Background: an optimization exercise with open tools, aiming at small area. Do not read the settings as production practice. Function was checked by simulation only, so behaviour that the tests miss may differ from the original. The flow treats the clock pin as an ideal source. Dropping or thinning the clock tree relies on that and would not hold on a real chip. No activity file was given, so power comes from the tool's default toggle rates.

Setup of job 4966:
==> flow/design.v (excerpt) <==
module cs42448 #(
	parameter clk_freq = 12288,
	parameter i2c_bps = 400000,
	parameter startup_frames = 512,
	parameter startup_frames2 = 32
)(
	input				sys_clk,
	input				sys_nrst,
	output				CS42xx8_DAC_SDOUT0,
	output				CS42xx8_DAC_SDOUT1,
	output				CS42xx8_DAC_SDOUT2,
	output				CS42xx8_DAC_SDOUT3,
	output				CS42xx8_DAC_SCLK,
	output				CS42xx8_DAC_LRCK,
	input				CS42xx8_ADC_SDIN0,
	input				CS42xx8_ADC_SDIN1,
	input				CS42xx8_ADC_SDIN2,
	output				CS42xx8_ADC_SCLK,
	output				CS42xx8_ADC_LRCK,
	output				CS42xx8_MCLK_EN,
	output				CS42xx8_SCL,
	input				CS42xx8_SDA_I,
	output				CS42xx8_SDA_O,
	output				CS42xx8_SDA_OE,
	output				CS42xx8_nRST
);
Size: about 150 flip-flops, ~4900 um^2 of cells after synthesis.
clock: 10.0 ns
lec_check: 0
cap_margin: 20
core_margin: 2
core_utilization: 60
slew_margin: 20
standard.sh (not shown) runs the stock make flow with config.mk's settings and CLKGATE_MAP_FILE= SYNTH_SCRIPT=/design/flow/synth_recipe.tcl, a recipe that flattens the netlist after the stock synthesis.
==> flow/flow/run.sh <==
#!/bin/bash
# Own layout flow: the standard ORFS flow (standard.sh) with
#  - an area-oriented ABC mapping script in synthesis (registers unchanged),
#  - single-drive port buffers,
#  - a one-level clock tree built in the CTS step's PRE hook (optional).
set -euo pipefail
here=$(pwd)
flowdir=$here/flow

# ORFS scripts with the ABC area script replaced
rm -rf "$here/orfs_scripts"
cp -r "$FLOW_HOME/scripts" "$here/orfs_scripts"
cat > "$here/orfs_scripts/abc_area.script" <<'ABC'
strash
dc2
dch -f
map -a
topo
dnsize
ABC
export SCRIPTS_DIR=$here/orfs_scripts
export ABC_AREA=1
export BUFFER_PORTS_ARGS="-buffer_cell sky130_fd_sc_hd__buf_1"

MODE=manual
if [[ $MODE == manual ]]; then
  export MTREE_TCL=$flowdir/mtree.tcl
  export MTREE_K=${MTREE_K:-5}
  export MTREE_BUF=${MTREE_BUF:-sky130_fd_sc_hd__clkbuf_16}
  export MTREE_ROOT=${MTREE_ROOT:-sky130_fd_sc_hd__clkbuf_2}
  export PRE_CTS_TCL=$flowdir/pre_cts.tcl
else
  export CTS_ARGS="-sink_clustering_enable -repair_clock_nets -buf_list sky130_fd_sc_hd__clkbuf_8 -dont_use_dummy_load"
fi

bash standard.sh > standard.log 2>&1
==> flow/flow/pre_cts.tcl <==
# Replaces TritonCTS with a one-level clock tree: the clock port drives
# a few large clock buffers, each driving the flip-flops of one
# placement cluster (see mtree.tcl). The rest of the CTS step (legalizing,
# timing repair) runs as usual.
source $::env(MTREE_TCL)
manual_clock_tree $::env(MTREE_K) $::env(MTREE_BUF) $::env(MTREE_ROOT)
rename clock_tree_synthesis tritoncts_unused
proc clock_tree_synthesis { args } {
  puts "clock tree built by pre_cts.tcl; clock_tree_synthesis $args skipped"
}
Other scripts of this flow, unchanged in this note and not shown: flow/flow/mtree.tcl
Job 4966 went all the way through synthesis, placement and routing and the layout is clean on timing, DRC and antenna.
## Diff of input files: job 774 against job 4966
diff --git a/flow/flow/run.sh b/flow/flow/run.sh
--- a/flow/flow/run.sh
+++ b/flow/flow/run.sh
@@ -29,3 +29,3 @@
   export MTREE_BUF=${MTREE_BUF:-sky130_fd_sc_hd__clkbuf_16}
-  export MTREE_ROOT=${MTREE_ROOT:-sky130_fd_sc_hd__clkbuf_2}
+  export MTREE_ROOT=${MTREE_ROOT:-sky130_fd_sc_hd__clkbuf_8}
   export PRE_CTS_TCL=$flowdir/pre_cts.tcl
Notes after the runs:
Any difference in fraction of power consumed by combinational cells between job 4966 and job 774 is small enough to ignore.
On multi-input combinational cell count, job 774 tracks job 4966 almost exactly.
Relative to job 4966, the average vias per placed instance of job 774 is lower by 0.027.
~same design area in job 774 and job 4966
On register-to-register slack, job 774 and job 4966 are basically level.
Lower synthesis-to-layout area growth among job 774 and job 4966: job 4966
Of job 774 and job 4966, job 4966 shows the lower internal cell power, with job 774 above it.
Job 774 against job 4966: share of the core filled with cells in the final layout roughly the same, combinational power roughly the same, total power higher.
In every run of this note, the design's own scripts or RTL, not TritonCTS, make the clock network.

[separate check: timing with driven ports]
The results above use ideal ports. As a check the final layouts listed here were re-extracted and re-timed, cells and wires unchanged.
Step 1 assumes that a clkbuf_16 drives the clock port and a buf_2 every other input.
Step 2 times the ports against the registers' clock, not the clock port: input delays grow and output delays shrink by t, the midpoint of the rising clock arrivals with the driver on.
Three values: ideal ports, drivers, drivers and shift; two values: the first two.
| run | t (ns) | setup WS [ns] | worst hold slack (ns) | clock arrival spread, ns | worst slew at a driven data input, ns |
|---|---|---|---|---|---|
| job 4966 | 0.589 | 6.171 / 6.146 / 6.706 | 0.329 / 0.329 / 0.329 | 0.037 / 0.037 | 0.03 |
| job 774 | 0.407 | 6.357 / 6.328 / 6.707 | 0.330 / 0.330 / 0.330 | 0.035 / 0.034 | 0.03 |
After both steps every run listed still meets setup and hold.
